Context: an optimization exercise on an open-source flow, tuned for small area and a short achievable clock period. The choices shown serve that exercise and are no tape-out recipe. RTL that was checked went through simulation tests only; none was proved equivalent to the original. Power figures rest on the tool's default switching activity, not on a simulated workload.

## lagoon
## dcache_hit_path
module dcache_hit_path(
    input  logic                              clk,
    input  logic [CACHE_TAG_PA_W-1:0]         req_tag_i,       
    input  logic [BYTE_OFFSET-1:0]            req_offset_i,    
    input  logic [1:0]                        req_size_i,      
    input  logic                              req_signed_i,
    input  logic [CACHE_WAY_N*CACHE_TAG_W-1:0]  tag_i,
    input  logic [CACHE_WAY_N*TAG_ECC_W-1:0]    tag_ecc_i,
    input  logic [CACHE_WAY_N*CACHE_BANK_W-1:0] data_i,
    input  logic [CACHE_WAY_N*BANK_ECC_W-1:0]   data_ecc_i,
    output logic                              hit_o,
    output logic [CACHE_WAY_N-1:0]            hit_way_o,
    output logic [CACHE_WAY_N-1:0]            way_valid_o,
    output logic [CACHE_WAY_N-1:0]            way_dirty_o,
    output logic [CACHE_TAG_W-1:0]            hit_tag_o,
    output logic [CACHE_WAY_N-1:0]            tag_single_err_o,
    output logic [CACHE_WAY_N-1:0]            tag_double_err_o,
    output logic [CACHE_WAY_N-1:0]            data_uncorr_err_o,
    output logic [DATA_WIDTH-1:0]             load_data_o
);
  logic [CACHE_WAY_N-1:0][CACHE_BANK_W-1:0] data_rd;
  logic [CACHE_WAY_N-1:0][BANK_ECC_W-1:0]   data_syndrome;
  logic [5:0]              req_tag_syndrome;
  logic [CACHE_WAY_N-1:0]  cache_line_valid;
  ...
Settings: LEC_CHECK=0, CAP_MARGIN=20, CORE_MARGIN=2, CORE_UTILIZATION=50, SETUP_SLACK_MARGIN=2.4, SLEW_MARGIN=20, TNS_END_PERCENT=10; clock period 6.5 ns.
standard.sh (not shown) runs the stock make flow with config.mk's settings and CLKGATE_MAP_FILE= SYNTH_SCRIPT=/design/flow/synth_recipe.tcl, a recipe that flattens the netlist after the stock synthesis.
==> flow/flow/run.sh <==
#!/bin/bash
# The standard layout with two changes:
#  - plain buffers on the ports instead of the delay-cell buffers that
#    buffer_ports picks by default;
#  - the three-input XOR/XNOR cells and the four-input OR cells are kept out
#    of synthesis: the parity trees then map onto faster and smaller
#    two-input XOR/XNOR cells, and the wide ORs onto faster NAND/NOR forms.
set -euo pipefail
DU="$(make -s -C "$FLOW_HOME" DESIGN_CONFIG="$PWD/config.mk" WORK_HOME="$PWD/orfs" print-DONT_USE_CELLS 2>/dev/null | sed -n 's/^DONT_USE_CELLS: //p')"
test -n "$DU"
for c in xnor3_1 xnor3_2 xnor3_4 xor3_1 xor3_2 xor3_4 \
         or4_1 or4_2 or4_4 or4b_1 or4b_2 or4b_4 or4bb_1 or4bb_2 or4bb_4; do
  DU="$DU sky130_fd_sc_hd__$c"
done
bash standard.sh \
  "DONT_USE_CELLS=$DU" \
  "BUFFER_PORTS_ARGS=-buffer_cell sky130_fd_sc_hd__buf_1" \
  finish > standard_make.log 2>&1
lagoon: done, clean on timing, DRC and antenna
[inputs] nickel vs lagoon
# lagoon
export LEC_CHECK = 0
export CAP_MARGIN = 20
export CORE_MARGIN = 2
export CORE_UTILIZATION = 50
export SETUP_SLACK_MARGIN = 2.4
export SLEW_MARGIN = 20
export TNS_END_PERCENT = 10
create_clock -name core_clock -period 6.5 [get_ports {clk}]
# nickel
export LEC_CHECK = 0
export CAP_MARGIN = 20
export CORE_MARGIN = 2
export CORE_UTILIZATION = 50
export SETUP_SLACK_MARGIN = 1.9
export SLEW_MARGIN = 20
export TNS_END_PERCENT = 10
create_clock -name core_clock -period 6.5 [get_ports {clk}]
### Flow results
- Across nickel and lagoon, none had a timing, DRC or antenna violation.
- In the flow results for nickel and lagoon, the register area is larger on lagoon.
- The worst hold slack of nickel was superior to that of lagoon.
- Compared with lagoon, nickel shows utilization of the core after routing lower by 4.7 points.
- Placed wire-length estimate on nickel is ahead of lagoon.
- nickel: number of clock buffers in the layout lower than lagoon
- req_tag_i[14] as the startpoint of the worst setup timing path was reported by nickel, and hit_data_syndrome_r[0] by lagoon.
- nickel ended up with a higher cell count along the critical path than lagoon did.
- nickel vs. lagoon: power dissipated in the clock network barely changed, finished layout cell area dropped 2000 um2, combinational power went down by 9.5%.
No functional check of the RTL was part of any run of this note.

Setup of lane 1:
dcache_hit_path, a different RTL version from the one above (not shown whole).
Size: ~22,000 um2 of cells after synthesis.
## dcache_hit_path
module dcache_hit_path(
    input  logic                              clk,
    input  logic [CACHE_TAG_PA_W-1:0]         req_tag_i,       
    input  logic [BYTE_OFFSET-1:0]            req_offset_i,    
    input  logic [1:0]                        req_size_i,      
    input  logic                              req_signed_i,
    input  logic [CACHE_WAY_N*CACHE_TAG_W-1:0]  tag_i,
    input  logic [CACHE_WAY_N*TAG_ECC_W-1:0]    tag_ecc_i,
    input  logic [CACHE_WAY_N*CACHE_BANK_W-1:0] data_i,
    input  logic [CACHE_WAY_N*BANK_ECC_W-1:0]   data_ecc_i,
    output logic                              hit_o,
    output logic [CACHE_WAY_N-1:0]            hit_way_o,
    output logic [CACHE_WAY_N-1:0]            way_valid_o,
    output logic [CACHE_WAY_N-1:0]            way_dirty_o,
    output logic [CACHE_TAG_W-1:0]            hit_tag_o,
    output logic [CACHE_WAY_N-1:0]            tag_single_err_o,
    output logic [CACHE_WAY_N-1:0]            tag_double_err_o,
    output logic [CACHE_WAY_N-1:0]            data_uncorr_err_o,
    output logic [DATA_WIDTH-1:0]             load_data_o
);
==> flow/config.mk <==
export PLATFORM = sky130hd
export DESIGN_NAME = dcache_hit_path
export DESIGN_NICKNAME = dcache_hit_path
export VERILOG_FILES = /design/flow/design.v
export SDC_FILE = /design/flow/constraint.sdc
export NUM_CORES = 4
export LEC_CHECK = 0
export CAP_MARGIN = 20
export CORE_MARGIN = 2
export CORE_UTILIZATION = 50
export SETUP_SLACK_MARGIN = 1.5
export SLEW_MARGIN = 20
==> flow/constraint.sdc <==
create_clock -name core_clock -period 6.5 [get_ports {clk}]
set_input_delay 1.3000 -clock core_clock [delete_from_list [all_inputs] [get_ports {clk}]]
set_output_delay 1.3000 -clock core_clock [all_outputs]
set_load 0.01 [all_outputs]
run.sh (not shown) runs the stock make flow with config.mk's settings and CLKGATE_MAP_FILE= SYNTH_SCRIPT=/design/flow/synth_recipe.tcl, a recipe that flattens the netlist after the stock synthesis.
Stock flow here: none of the scripts above is used.
Lane 1 ran to completion and came out clean on the timing, DRC and antenna checks.
Input changes introduced in lane 2 (baseline for comparison: lane 1):
==> flow/flow/run.sh (new file) <==
#!/bin/bash
# The standard layout, with plain buffers on the ports instead of the
# delay-cell buffers that buffer_ports picks by default, and a power-recovery
# pass that downsizes gates off the critical paths.
set -euo pipefail
bash standard.sh \
  "BUFFER_PORTS_ARGS=-buffer_cell sky130_fd_sc_hd__buf_1" \
  RECOVER_POWER=100 \
  finish > standard_make.log 2>&1
==> flow/standard.sh (new file) <==
#!/bin/bash
# synth_recipe.tcl (not shown) runs the flow's synth.tcl, then flattens the netlist and writes it again
# the make line also repeats each setting of config.mk as NAME=value (left out here)
make -C /OpenROAD-flow-scripts/flow DESIGN_CONFIG=/design/flow/config.mk WORK_HOME=/design/flow/orfs CLKGATE_MAP_FILE= SYNTH_SCRIPT=/design/flow/synth_recipe.tcl "${@:-finish}"
removed: flow/run.sh
Results
To summarise lane 2: no stage aborted, but the layout did not pass its checks, failing on max-capacitance violations, max-slew violations. [compare] base=lane 1 new=lane 2: average wire per standard cell has increased, post-cts resize count has decreased, setup slack at placement has increased, number of enable flip-flop cells after synthesis has remained practically unchanged, wire length after detailed routing has remained practically unchanged.
Here is what was changed in the inputs of lane 3 compared with lane 2.
==> flow/flow/run.sh <==
#!/bin/bash
# The standard layout with two changes:
#  - plain buffers on the ports instead of the delay-cell buffers that
#    buffer_ports picks by default;
#  - the three-input XOR/XNOR cells are kept out of synthesis, so that the
#    parity trees map onto faster and smaller two-input XOR/XNOR cells.
set -euo pipefail
DU="$(make -s -C "$FLOW_HOME" DESIGN_CONFIG="$PWD/config.mk" WORK_HOME="$PWD/orfs" print-DONT_USE_CELLS 2>/dev/null | sed -n 's/^DONT_USE_CELLS: //p')"
test -n "$DU"
for c in xnor3_1 xnor3_2 xnor3_4 xor3_1 xor3_2 xor3_4; do DU="$DU sky130_fd_sc_hd__$c"; done
bash standard.sh \
  "DONT_USE_CELLS=$DU" \
  "BUFFER_PORTS_ARGS=-buffer_cell sky130_fd_sc_hd__buf_1" \
  finish > standard_make.log 2>&1
- Comparing lane 3 and lane 2, the one run not ending clean was lane 2.
- | lane 2 | all stages done | FAIL | max-capacitance violations, max-slew violations |
- Across both runs, fill cell total of the finished layout was lower for lane 3 than for lane 2.
- Re final net count: lane 2 was higher than lane 3.
- Lane 3 reports its first element of the critical path as hit_data_syndrome_r[5] while lane 2 reports tag_i[26].
- The sequential power of lane 2 and that of lane 3 are within noise of each other.
- Between lane 3 and lane 2, number of nets in the synthesized netlist is lower for lane 3, lane 2 comes in above that.
- Lane 2 has higher cell count than lane 3.
- Compare lane 3 and lane 2 | buffers plus inverters on the worst setup path lower: lane 3
- For lane 3, the type of the worst setup path was flop to output port, unlike lane 2, where it was input pin to flop.
- In lane 3 relative to lane 2, number of cells in the design after placement had gone down slightly.
- Between lane 3 and lane 2, it is lane 3 whose die height is lower, by about 3.2%.
diff inputs: lane 3 => lane 4
Settings: SETUP_SLACK_MARGIN: 1.5 -> 0.2; CORE_UTILIZATION: 50 -> 30.
==> flow/run.sh (new file) <==
#!/bin/bash
# synth_recipe.tcl (not shown) runs the flow's synth.tcl, then flattens the netlist and writes it again
# the make line also repeats each setting of config.mk as NAME=value (left out here)
make -C /OpenROAD-flow-scripts/flow DESIGN_CONFIG=/design/flow/config.mk WORK_HOME=/design/flow/orfs CLKGATE_MAP_FILE= SYNTH_SCRIPT=/design/flow/synth_recipe.tcl finish
removed: flow/flow/run.sh
removed: flow/standard.sh
[summary]
On adder-cell share of the synthesized area, lane 4 tracks lane 3 almost exactly. Comparing lane 3 and lane 4, power is lower on lane 3. Lane 4 has less setup slack than lane 3. Final non-filler cell area | lane 4 above lane 3. In lane 4, non-clock buffer total of the final layout is higher than in lane 3. Via count in lane 4 is 729 below lane 3.
> inputs changed (lane 4 -> lane 5)
Settings: CORE_UTILIZATION changed from 30 to 50; SETUP_SLACK_MARGIN changed from 0.2 to 1.5.
==> flow/flow/run.sh (new file) <==
#!/bin/bash
# The standard layout, with plain buffers on the ports instead of the
# delay-cell buffers that buffer_ports picks by default.
set -euo pipefail
bash standard.sh \
  "BUFFER_PORTS_ARGS=-buffer_cell sky130_fd_sc_hd__buf_1" \
  finish > standard_make.log 2>&1
==> flow/standard.sh (new file) <==
#!/bin/bash
# synth_recipe.tcl (not shown) runs the flow's synth.tcl, then flattens the netlist and writes it again
# the make line also repeats each setting of config.mk as NAME=value (left out here)
make -C /OpenROAD-flow-scripts/flow DESIGN_CONFIG=/design/flow/config.mk WORK_HOME=/design/flow/orfs CLKGATE_MAP_FILE= SYNTH_SCRIPT=/design/flow/synth_recipe.tcl "${@:-finish}"
removed: flow/run.sh
==> comparison <==
- Lane 5: setup slack after layout higher than lane 4
- Diff lane 4 -> lane 5: first-pass GRT wire length dropped 7.8%; instance area at placement -about 15%; multi-input gate share of total cell area grew by 10 points.

## separate check: timing with driven ports
The flow's constraints put no driver on any port. The routed layouts listed below were extracted and timed again, unchanged, in two steps. Step 1, drivers: a clkbuf_16 drives clk and a buf_2 each remaining input, both assumed. Step 2 moves the port delays by t, midway between the first and last clock arrival at a register: inputs arrive t later, outputs are due t later. That takes back most of the time a late clock gives input paths. Slacks: ideal ports / drivers / drivers and shift; pairs: ideal ports / drivers.
run	t (ns)	setup WS [ns]	worst setup path at the end	worst register clock-pin slew, ns	worst slew at a driven data input, ns
lagoon	0.532	2.080 / 2.020 / 1.646	input to register	0.07 / 0.07	0.14
nickel	0.530	1.822 / 1.825 / 1.327	input to register	0.07 / 0.07	0.11
lane 1	0.548	1.433 / 1.395 / 0.922	input to register	0.07 / 0.07	0.13
lane 2	0.540	0.824 / 0.793 / 0.318	input to register	0.08 / 0.08	0.12
lane 3	0.516	1.512 / 1.454 / 1.186	input to register	0.07 / 0.07	0.11
lane 4	0.548	0.572 / 0.509 / 0.311	input to register	0.08 / 0.08	0.14
lane 5	0.542	1.475 / 1.425 / 0.970	input to register	0.08 / 0.08	0.15
For lane 1, which loses most, drivers alone change the setup slack by -0.038 ns; drivers and shift together by -0.511 ns.
